This is an optimization exercise on Yosys and OpenROAD, whose aim is a short achievable clock period and few clock cycles, not a production implementation.
In this exercise RTL edits were held to simulation tests only and were not proved equivalent to the original.
Power and IR drop assume default switching activity.

File: flow/config.mk
export PLATFORM = sky130hd
export DESIGN_NAME = veda_cpu
export DESIGN_NICKNAME = veda_cpu
export VERILOG_FILES = /design/flow/design.v
export SDC_FILE = /design/flow/constraint.sdc
export NUM_CORES = 4
export LEC_CHECK = 0
export CAP_MARGIN = 20
export CORE_MARGIN = 2
export CORE_UTILIZATION = 35
export SLEW_MARGIN = 20
File: flow/constraint.sdc
create_clock -name core_clock -period 11.0 [get_ports {clk}]
set_input_delay 2.2000 -clock core_clock [delete_from_list [all_inputs] [get_ports {clk}]]
set_output_delay 2.2000 -clock core_clock [all_outputs]
set_load 0.01 [all_outputs]
File: flow/design.v
module veda_cpu (
    input             clk,
    input             rst,
    output     [7:0]  imem_addr,
    input      [31:0] imem_rdata,
    output            dmem_we,
    output     [7:0]  dmem_addr,
    output     [31:0] dmem_wdata,
    input      [31:0] dmem_rdata,
    output            halted
);
localparam NB = 16;         
reg  [7:0]  pc_f;           
reg         d_valid;        
reg  [7:0]  d_pc;
reg  [7:0]  d_pc1;          
reg         d_bhit;         
reg  [NB-1:0] d_bsel;       
reg  [7:0]  d_btgt;         
reg         stopped;        
reg  [7:0]  bt_tag [0:NB-1];
reg  [7:0]  bt_tgt [0:NB-1];
reg  [NB-1:0] bt_v;
reg  [3:0]  bt_ptr;
reg         r_valid;
reg  [7:0]  r_pc, r_pc1, r_btgt;
reg  [7:0]  r_pnext;        
reg  [7:0]  r_pdelta;       
reg  [NB-1:0] r_bsel;
reg  [31:0] r_arf, r_brf;   
reg  [15:0] r_imm;
reg  [4:0]  r_sh, r_dst;
reg         r_we, r_lw, r_sw, r_br, r_beq, r_bne, r_blt, r_ble, r_same;
reg         r_jrx, r_halt, r_immop, r_usesA, r_usesB;
reg         r_add, r_sub, r_and, r_or, r_sll, r_srl, r_slt, r_link;
reg         r_hEa, r_hMa, r_hWa, r_hW2a, r_lEa, r_lMa;
reg         r_hEb, r_hMb, r_hWb, r_hW2b, r_lEb, r_lMb;
reg         e_valid;
reg  [31:0] e_a, e_b;
reg  [7:0]  e_imm8;
reg  [4:0]  e_sh;
reg  [4:0]  e_rd;
reg         e_we;           
reg         e_lw, e_sw, e_br, e_jrx, e_halt;
reg         e_beq, e_bne, e_blt, e_ble;
reg         e_add, e_sub, e_and, e_or, e_sll, e_srl, e_slt, e_link;
reg  [8:0]  e_pc1;          
reg  [7:0]  e_btgt;         
reg  [7:0]  e_pc;
reg  [7:0]  e_pnext;
reg  [7:0]  e_pdelta;
reg  [NB-1:0] e_bsel;
reg         m_we, m_lw;
reg  [4:0]  m_rd;
reg  [31:0] m_res;
reg         m_dwe;
reg  [7:0]  m_daddr;
reg  [31:0] m_dwdata;
reg         w_we, w_lw;
reg  [4:0]  w_rd;
reg  [31:0] w_res;
reg         w2_we;
reg  [4:0]  w2_rd;
reg  [31:0] w2_res;
reg  [31:0] rf [0:31];
reg  [31:0] rf_v;           
reg         halted_q;
assign imem_addr  = pc_f;
assign dmem_we    = m_dwe;
assign dmem_addr  = m_daddr;
assign dmem_wdata = m_dwdata;
assign halted     = halted_q;
wire [31:0] ins = imem_rdata;
wire [5:0] op = ins[31:26];
wire [5:0] fn = ins[5:0];
wire [4:0] rs = ins[25:21];
wire [4:0] rt = ins[20:16];
wire [4:0] rd = ins[15:11];
wire is_r    = (op == 6'b000000);
wire f_add   = is_r & ((fn == 6'b100000) | (fn == 6'b100001));
wire f_sub   = is_r & ((fn == 6'b100010) | (fn == 6'b100011));
wire f_and   = is_r & (fn == 6'b100100);
wire f_or    = is_r & (fn == 6'b100101);
wire f_sll   = is_r & (fn == 6'b000000);
wire f_srl   = is_r & (fn == 6'b000010);
wire f_slt   = is_r & (fn == 6'b101010);
wire f_jr    = is_r & (fn == 6'b001000);
wire i_addi  = (op == 6'b001000);
wire i_subi  = (op == 6'b001001);
wire i_andi  = (op == 6'b001100);
wire i_ori   = (op == 6'b001101);
wire i_slti  = (op == 6'b001010);
wire i_lw    = (op == 6'b100011);
wire i_sw    = (op == 6'b101011);
wire i_beq   = (op == 6'b000100);
wire i_bne   = (op == 6'b000101);
wire i_bgt   = (op == 6'b000111);
wire i_bgte  = (op == 6'b000001);
wire i_bleq  = (op == 6'b000110);
wire i_j     = (op == 6'b000010);
wire i_jal   = (op == 6'b000011);
wire i_halt  = (op == 6'b111111);
wire i_br    = i_beq | i_bne | i_bgt | i_bgte | i_bleq;
wire jr31    = f_jr & (rs == 5'd31);
wire jrx     = f_jr & ~jr31;
wire imm_op  = i_addi | i_subi | i_andi | i_ori;
wire wr_rd   = f_add | f_sub | f_and | f_or | f_sll | f_srl | f_slt | i_slti;
wire wr_31   = i_jal | f_jr;
wire we_d    = wr_rd | wr_31 | imm_op;
wire [4:0] dst = wr_rd ? rd : (wr_31 ? 5'd31 : rt);
wire usesA   = f_add | f_sub | f_and | f_or | f_slt | i_slti | imm_op | i_lw | i_sw
             | i_br | jrx;
wire usesB   = f_add | f_sub | f_and | f_or | f_slt | i_slti | f_sll | f_srl | i_sw | i_br;
wire [4:0] ia = i_lw ? 5'd12 : rs;
wire [4:0] ib = rt;
wire [1023:0] rf_next;
genvar g;
generate
    for (g = 0; g < 32; g = g + 1) begin : rfn
        assign rf_next[32*g +: 32] = (w2_we && w2_rd == g) ? w2_res : (rf_v[g] ? rf[g] : 32'd0);
    end
endgenerate
reg  [31:0] d_arf, d_brf;
wire [31:0] d_aoh = 32'd1 << rs;
wire [31:0] d_boh = 32'd1 << rt;
integer k;
always @* begin
    d_arf = 32'd0;
    d_brf = 32'd0;
    for (k = 0; k < 32; k = k + 1) begin
        d_arf = d_arf | ({32{d_aoh[k]}} & rf_next[32*k +: 32]);
        d_brf = d_brf | ({32{d_boh[k]}} & rf_next[32*k +: 32]);
    end
end
wire [31:0] d_r12 = rf_next[32*12 +: 32];
wire hEa  = r_we & (r_dst == ia);
wire lEa  = r_lw & (r_dst == ia);
wire hMa  = e_valid & e_we & (e_rd == ia);
wire lMa  = e_valid & e_lw & (e_rd == ia);
wire hWa  = (m_we | m_lw) & (m_rd == ia);
wire hW2a = w_we & (w_rd == ia);
wire hEb  = r_we & (r_dst == ib);
wire lEb  = r_lw & (r_dst == ib);
wire hMb  = e_valid & e_we & (e_rd == ib);
wire lMb  = e_valid & e_lw & (e_rd == ib);
wire hWb  = (m_we | m_lw) & (m_rd == ib);
wire hW2b = w_we & (w_rd == ib);
wire [31:0] bx    = e_sub ? ~e_b : e_b;
wire [31:0] sum   = e_a + bx + {31'd0, e_sub};
wire        lt    = $signed(e_a) < $signed(e_b);
wire        eq    = (e_a == e_b);
wire [31:0] alu_e = ({32{e_add | e_sub}} & sum)
                  | ({32{e_and}} & (e_a & e_b))
                  | ({32{e_or}}  & (e_a | e_b))
                  | ({32{e_sll}} & (e_b << e_sh))
                  | ({32{e_srl}} & (e_b >> e_sh))
                  | ({32{e_slt}} & {31'd0, lt})
                  | ({32{e_link}} & {23'd0, e_pc1});
wire taken_e  = (e_beq & eq) | (e_bne & ~eq) | (e_blt & lt) | (e_ble & (lt | eq));
wire mis_br_e = taken_e ? (e_pnext != e_btgt) : (e_pnext != e_pc1[7:0]);
wire mis_jr_e = (e_a[7:0] != e_pdelta);
wire redirect_e = e_valid & ((e_br & mis_br_e) | (e_jrx & mis_jr_e));
wire [7:0] target_e = e_jrx ? (e_pc1[7:0] + e_a[7:0]) : (taken_e ? e_btgt : e_pc1[7:0]);
wire halt_e = e_valid & e_halt;
wire [7:0] daddr_e = e_a[7:0] + e_imm8;
wire hitEa = r_hEa & e_valid;
wire hitEb = r_hEb & e_valid;
wire [31:0] w_val = w_lw ? dmem_rdata : w_res;
wire [31:0] a_early = r_hMa ? m_res : r_hWa ? w_val : r_hW2a ? w2_res : r_arf;
wire [31:0] b_early = r_hMb ? m_res : r_hWb ? w_val : r_hW2b ? w2_res : r_brf;
wire [31:0] a_r = hitEa ? alu_e : a_early;
wire [31:0] b_r = r_immop ? {16'd0, r_imm} : (hitEb ? alu_e : b_early);
wire hzA = r_usesA & ((e_valid & r_lEa) | (~hitEa & r_lMa));
wire hzB = r_usesB & ((e_valid & r_lEb) | (~hitEb & r_lMb));
wire replay_r = r_valid & (hzA | hzB);
wire       d_stat = i_j | i_jal | jr31 | (i_br & ins[7]);
wire [7:0] btgt_d = d_pc1 + ins[7:0];
wire [7:0] ptgt_d = i_j ? ins[7:0] : (jr31 ? {d_pc1[6:0], 1'b0} : btgt_d);
wire pred_new = d_valid & d_stat & ~d_bhit;
wire btb_bad  = d_valid & d_bhit & ~(i_j | i_jal | i_br | f_jr);
wire [7:0] pnext_d = d_bhit ? d_btgt : (d_stat ? ptgt_d : d_pc1);
reg  [NB-1:0] bsel;
reg  [7:0]    btb_tgt;
integer b;
always @* begin
    btb_tgt = 8'd0;
    for (b = 0; b < NB; b = b + 1) begin
        bsel[b] = bt_v[b] & (bt_tag[b] == pc_f);
        btb_tgt = btb_tgt | ({8{bsel[b]}} & bt_tgt[b]);
    end
end
wire btb_hit = |bsel;
wire kill_r  = redirect_e | halt_e;                     
wire flush_d = kill_r | replay_r;                       
wire r_adv   = r_valid & ~kill_r & ~replay_r;           
reg           i_v;
reg  [7:0]    i_pc, i_tgt;
reg           u_v;
reg  [7:0]    u_pc, u_tgt;
reg  [NB-1:0] u_sel0;
wire          upd_tk  = (u_tgt != u_pc + 8'd1);
reg  [NB-1:0] upd_sel;
integer u;
always @* for (u = 0; u < NB; u = u + 1) upd_sel[u] = u_sel0[u] & (bt_tag[u] == u_pc);
wire       upd_hit = |upd_sel;
integer i;
always @(posedge clk) begin
    if (rst) begin
        pc_f     <= 8'd11;
        d_valid  <= 1'b0;
        d_bhit   <= 1'b0;
        u_v      <= 1'b0;
        i_v      <= 1'b0;
        bt_v     <= {NB{1'b0}};
        bt_ptr   <= 4'd0;
        stopped  <= 1'b0;
        r_valid  <= 1'b0;
        e_valid  <= 1'b0;
        m_we     <= 1'b0;
        m_lw     <= 1'b0;
        m_dwe    <= 1'b0;
        w_we     <= 1'b0;
        w_lw     <= 1'b0;
        w2_we    <= 1'b0;
        halted_q <= 1'b0;
    end else begin
        if (redirect_e)      pc_f <= target_e;
        else if (replay_r)   pc_f <= r_pc;
        else if (pred_new)   pc_f <= ptgt_d;
        else if (btb_bad)    pc_f <= d_pc1;
        else if (btb_hit)    pc_f <= btb_tgt;
        else                 pc_f <= pc_f + 8'd1;
        d_valid <= ~flush_d & ~pred_new & ~btb_bad & ~stopped;
        d_bhit  <= btb_hit;
        u_v     <= redirect_e;
        i_v     <= pred_new & ~flush_d;
        if (halt_e) stopped <= 1'b1;
        if (u_v) begin
            if (upd_hit) begin
                if (!upd_tk) bt_v <= bt_v & ~upd_sel;
            end else if (upd_tk) begin
                bt_v[bt_ptr] <= 1'b1;
                bt_ptr       <= bt_ptr + 4'd1;
            end
        end else if (i_v) begin
            bt_v[bt_ptr] <= 1'b1;
            bt_ptr       <= bt_ptr + 4'd1;
        end
        r_valid <= d_valid & ~flush_d & ~stopped;
        e_valid <= r_adv;
        m_we     <= e_valid & e_we;
        m_lw     <= e_valid & e_lw;
        m_dwe    <= e_valid & e_sw;
        w_we     <= m_we | m_lw;
        w_lw     <= m_lw;
        w2_we    <= w_we;
        if (halt_e) halted_q <= 1'b1;
    end
    if (u_v) begin
        if (upd_hit) begin
            for (i = 0; i < NB; i = i + 1)
                if (upd_sel[i]) bt_tgt[i] <= u_tgt;
        end else begin
            bt_tag[bt_ptr] <= u_pc;
            bt_tgt[bt_ptr] <= u_tgt;
        end
    end else if (i_v) begin
        bt_tag[bt_ptr] <= i_pc;
        bt_tgt[bt_ptr] <= i_tgt;
    end
    d_pc   <= pc_f;
    d_pc1  <= pc_f + 8'd1;
    d_bsel <= bsel;
    d_btgt <= btb_tgt;
    u_pc   <= e_pc;
    u_tgt  <= target_e;
    u_sel0 <= e_bsel;
    i_pc   <= d_pc;
    i_tgt  <= ptgt_d;
    r_pc     <= d_pc;
    r_pc1    <= d_pc1;
    r_btgt   <= btgt_d;
    r_pnext  <= pnext_d;
    r_pdelta <= d_bhit ? (d_btgt - d_pc1) : 8'd0;
    r_bsel   <= d_bsel;
    r_arf    <= i_lw ? d_r12 : d_arf;
    r_brf    <= d_brf;
    r_imm    <= ins[15:0];
    r_sh     <= ins[10:6];
    r_dst    <= dst;
    r_we     <= we_d;
    r_lw     <= i_lw;
    r_sw     <= i_sw;
    r_br     <= i_br;
    r_beq    <= i_beq;
    r_bne    <= i_bne;
    r_blt    <= i_bgt;
    r_ble    <= i_bgte | i_bleq;
    r_same   <= (rs == rt);
    r_jrx    <= jrx;
    r_halt   <= i_halt;
    r_immop  <= imm_op;
    r_usesA  <= usesA;
    r_usesB  <= usesB;
    r_add    <= f_add | i_addi;
    r_sub    <= f_sub | i_subi;
    r_and    <= f_and | i_andi;
    r_or     <= f_or  | i_ori;
    r_sll    <= f_sll;
    r_srl    <= f_srl;
    r_slt    <= f_slt | i_slti;
    r_link   <= wr_31;
    r_hEa    <= hEa;
    r_hMa    <= hMa;
    r_hWa    <= hWa;
    r_hW2a   <= hW2a;
    r_lEa    <= lEa;
    r_lMa    <= lMa;
    r_hEb    <= hEb;
    r_hMb    <= hMb;
    r_hWb    <= hWb;
    r_hW2b   <= hW2b;
    r_lEb    <= lEb;
    r_lMb    <= lMb;
    e_a    <= a_r;
    e_b    <= b_r;
    e_imm8 <= r_imm[7:0];
    e_sh   <= r_sh;
    e_rd   <= r_dst;
    e_we   <= r_we;
    e_lw   <= r_lw;
    e_sw   <= r_sw;
    e_br   <= r_br;
    e_jrx  <= r_jrx;
    e_halt <= r_halt;
    e_beq  <= r_beq;
    e_bne  <= r_bne;
    e_blt  <= r_blt;
    e_ble  <= r_ble;
    e_add  <= r_add;
    e_sub  <= r_sub;
    e_and  <= r_and;
    e_or   <= r_or;
    e_sll  <= r_sll;
    e_srl  <= r_srl;
    e_slt  <= r_slt;
    e_link <= r_link;
    e_pc1  <= {1'b0, r_pc} + 9'd1;
    e_btgt <= r_btgt;
    e_pc   <= r_pc;
    e_pnext  <= r_pnext;
    e_pdelta <= r_pdelta;
    e_bsel   <= r_bsel;
    m_rd     <= e_rd;
    m_res    <= alu_e;
    m_daddr  <= daddr_e;
    m_dwdata <= e_b;
    w_rd   <= m_rd;
    w_res  <= m_res;
    w2_rd  <= w_rd;
    w2_res <= w_val;
    if (w2_we)
        rf[w2_rd] <= w2_res;
    if (rst)
        rf_v <= 32'd0;
    else if (w2_we)
        rf_v[w2_rd] <= 1'b1;
end
endmodule
File: flow/flow/run.sh
#!/bin/bash
set -euo pipefail
bash standard.sh SETUP_SLACK_MARGIN=6.5 finish > standard_flow.log 2>&1
File: flow/standard.sh
#!/bin/bash
# synth_recipe.tcl (not shown) runs the flow's synth.tcl, then flattens the netlist and writes it again
# the make line also repeats each setting of config.mk as NAME=value (left out here)
make -C /OpenROAD-flow-scripts/flow DESIGN_CONFIG=/design/flow/config.mk WORK_HOME=/design/flow/orfs CLKGATE_MAP_FILE= SYNTH_SCRIPT=/design/flow/synth_recipe.tcl "${@:-finish}"
==> results.toml <==
[outcome]
status = "timing/DRC/antenna clean"

[critical_path]
worst_setup_path_start_kind = "primary input"
end_kind = "register"
crit_fanout = 19
crit_required_ns = 11.63
path_class = "in -> reg"
worstPathArrival_ns = 5.42

[synth]
synth_top_family_by_area = "compound AO/OA/AOI/OAI gates"
synth_nets = 9885
synth-adder-area-share = 0.02281
synth-simple-area-share = 0.1582
ys_seq_area_frac = 0.5248
synth_compound_area_frac = 0.1754
yosysWarnings = 1
yosysTopAreaCellShare = 0.3959
yosysTopAreaCell = "edfxtp_1"
syn_inst = 9645
synth_enable_flop_cells = 1280
ys_types = 86
yosys_register_bits = 1905
synth_xor_area_frac = 0.03744
synth_most_common_cell = "edfxtp_1"
synth_async_sr_flop_share = 0
synth_ff_type = "edfxtp_1"
avgSynthCellArea_um2 = 10.07
synthesis.area_um2 = 97080
synth_common_cells = "1280 x edfxtp_1, 1226 x a21oi_1, 884 x and3_1"
synthMuxAreaShare = 0.03915
synth.area.top_cells = "edfxtp_1 40%, dfxtp_1 13%, a21oi_1 6.3%"

[cells_and_area]
stdcell_count = 13717
final_layout_size_suffix_gt1_frac = 0.1284
fillers = 26940
fin_util = 0.4075
stdcell_area_um2 = 112600
finalNetCount = 9852
area_growth_pct = 15.95

[floorplan]
fp.dieH_um = 530.7
initial_core_util = 0.3514
die_area_um2 = 281600
die_x_um = 530.7
coreArea_um2 = 276300
ios = 116
std_cell_rows = 193

[placed_design]
gp_congestion = 1.072
hpwl_mm = 411.6
io_buffers = 115
dpl_worst_slack_ns = 4.412
dp.cells = 13079
dpl_cell_area_um2 = 103400

[clock_tree]
cts_sinks = 1905
hold_buffers = 0
clockBufferDepth = 4
cts_tree = "yes"
insertion_delay_ns = 0.98
htree_levels = 4
cts_made_buffers = 220
clkTransAtPathRegs_ns = 0.06
root_buffer = "clkbuf_16"

[global_route]
grt_pass1_vias = 86535
antenna_found_initial = 135
overflow = 0
grt_pass1_wl_mm = 826.4
track_usage = 0.4369
grt_max_degree = 69

[run]
drv_cap = 0

[power]
ir_worst_vdd_v = 0.0001205
p_per_area_nw_per_um2 = 151.2
p_leak_nw = 41.76

[timing]
hold_viol = 0
min_period_over_period = 0.4355
skew_ns = 0.09031
rsz0062_at_grt = "yes"
tns_ns = 0
layout_setup_ws_ns = 6.210
slew_headroom = 0.05589
period_minus_slack_ns = 4.790
finalMaxSlewViolations = 0
setup_viol = 0
worst_slew_pin_slew_ns = 1.411
fmax_mhz = 208.8

[detailed_routing]
avgRoutedWirePerCell_um = 46.44
first_iter_violations = 18139
ant_nets = 0
via_per_inst = 7.036
drt_first_pass_iters = 14
wirelength_mm = 637.0
drc = 0
vias = 96508

[hold_path]
hold_path.class = "reg -> reg"
-- final cells by class --
| type | instances | area (um^2) | share of cell area |
|---|---|---|---|
| Sequential cell | 1905 | 51050 | 0.4535 |
| Antenna cell | 212 | 530.5 | 0.004713 |
| Clock inverter | 133 | 1630 | 0.01448 |
| Tap cell | 3705 | 4636 | 0.04118 |
| Multi-Input combinational cell | 6688 | 42530 | 0.3778 |
| Inverter | 211 | 829.5 | 0.007370 |
| Timing Repair Buffer | 586 | 5323 | 0.04729 |
| Clock buffer | 277 | 6036 | 0.05362 |
-- layout by cell type, fill, tap and decap left out, drive strengths merged, types with 206 or more instances in the layout --
| cell type | instances |
|---|---|
| and3 | 884 |
| nor4 | 223 |
| clkbuf | 279 |
| edfxtp | 1280 |
| o22ai | 702 |
| dfxtp | 625 |
| o21ai | 297 |
| xnor2 | 285 |
| diode | 212 |
| buf | 470 |
| nor2 | 481 |
| a21oi | 1226 |
| inv | 206 |
| nand2 | 715 |
-- cells by family (layout without fill, tap and decap cells) --
logic type,count (synthesis),in the layout
AO/OA/AOI/OAI,2844,2844
XOR/XNOR,415,415
adder cells (fa/ha/maj),174,174
buffers and inverters,1052,1207
flip-flops,1905,1905
multiplexers,306,306
other,0,212
AND/OR/NAND/NOR,2949,2949
-- through the flow --
step	hold slack (ns)	total power, mW
6_report	0.3153	17.02
5_1_grt	0.3186	17.33
4_1_cts	0.3147	16.98
3_5_place_dp	0.3121	9.100
3_3_place_gp	0.3095	9.091
2_1_floorplan	0.3096	8.618
-- state kept, by name, indices dropped and copies added, names as in the netlist, 9 cells and up --
register,count
w2_res,32
m_res,32
w_res,32
e_pc1,9
rf,1024
rf_v,32
bt_tag,128
r_arf,32
r_bsel,16
bt_v,16
bt_tgt,128
r_imm,12
m_dwdata,32
r_brf,32
e_a,32
u_sel0,16
e_b,32
e_bsel,16
d_bsel,16
-- report_power, final --
group          leakage, nW  switching (mW)  internal, mW
logic                 19.9           0.685         0.395
registers             18.2           0.219          7.72
clock network         3.75            3.36          4.65
total                 41.8            4.26          12.8
-- critical path, stage by stage --
cell	delay [ns]
clkdlybuf4s50_1	0.46
buf_4	0.32
and3b_1	0.30
nand2_1	0.18
buf_6	0.43
o21ai_0	0.18
a221oi_1	0.27
o2111ai_1	0.26
nor4_1	0.34
nand4_1	0.43
-- repair_timing --
item	in CTS	in global routing
gates resized for setup	139	91
setup endpoints to repair	120	64
buffers inserted	11	3
pin swaps	5	3
-- layer usage --
layer / vias to the layer above / part of all wire / GRT usage
li1: 36612 / - / -
met1: 48189 / 0.38 / 0.5443
met2: 9160 / 0.41 / 0.6225
met3: 2505 / 0.13 / 0.1633
met4: 42 / 0.081 / 0.3030
met5: - / 0.00051 / 0
-- path summary, 6_finish.rpt --
kind                      from           endpoint  slack [ns]  cells after the start
min reg2reg  d_bsel[1]$_DFF_P_  r_bsel[1]$_DFF_P_        0.32                      0
max             imem_rdata[18]  r_brf[19]$_DFF_P_        6.21                     10
min          d_bsel[1]$_DFF_P_  r_bsel[1]$_DFF_P_        0.32                      0
max reg2reg   w2_rd[2]$_DFF_P_  r_brf[19]$_DFF_P_        6.23                     13
Testbench counts, summed over its fixed seeds: cycles 65,203.

==> what the ideal ports hide <==
The results above use ideal ports. As a check the final layout listed here was re-extracted and re-timed, cells and wires unchanged. Step 1 sets driving cells, clkbuf_16 on the clock port and buf_2 on the other inputs (assumed; they add their load-dependent delay and slew). Step 2 times the ports against the registers' clock, not the clock port: input delays grow and output delays shrink by t, the midpoint of the rising clock arrivals with the driver on. Slacks: ideal / step 1 / step 2; pairs: ideal / step 1.
shift t [ns]: 1.050
setup WS [ns]: 6.210 / 6.232 / 5.248
hold WS [ns]: 0.315 / 0.315 / 0.315
worst setup path at the end: input to register
After both steps this run still meets setup and hold. The setup slack of this run moves by +0.022 ns with the drivers and by -0.962 ns with both steps.
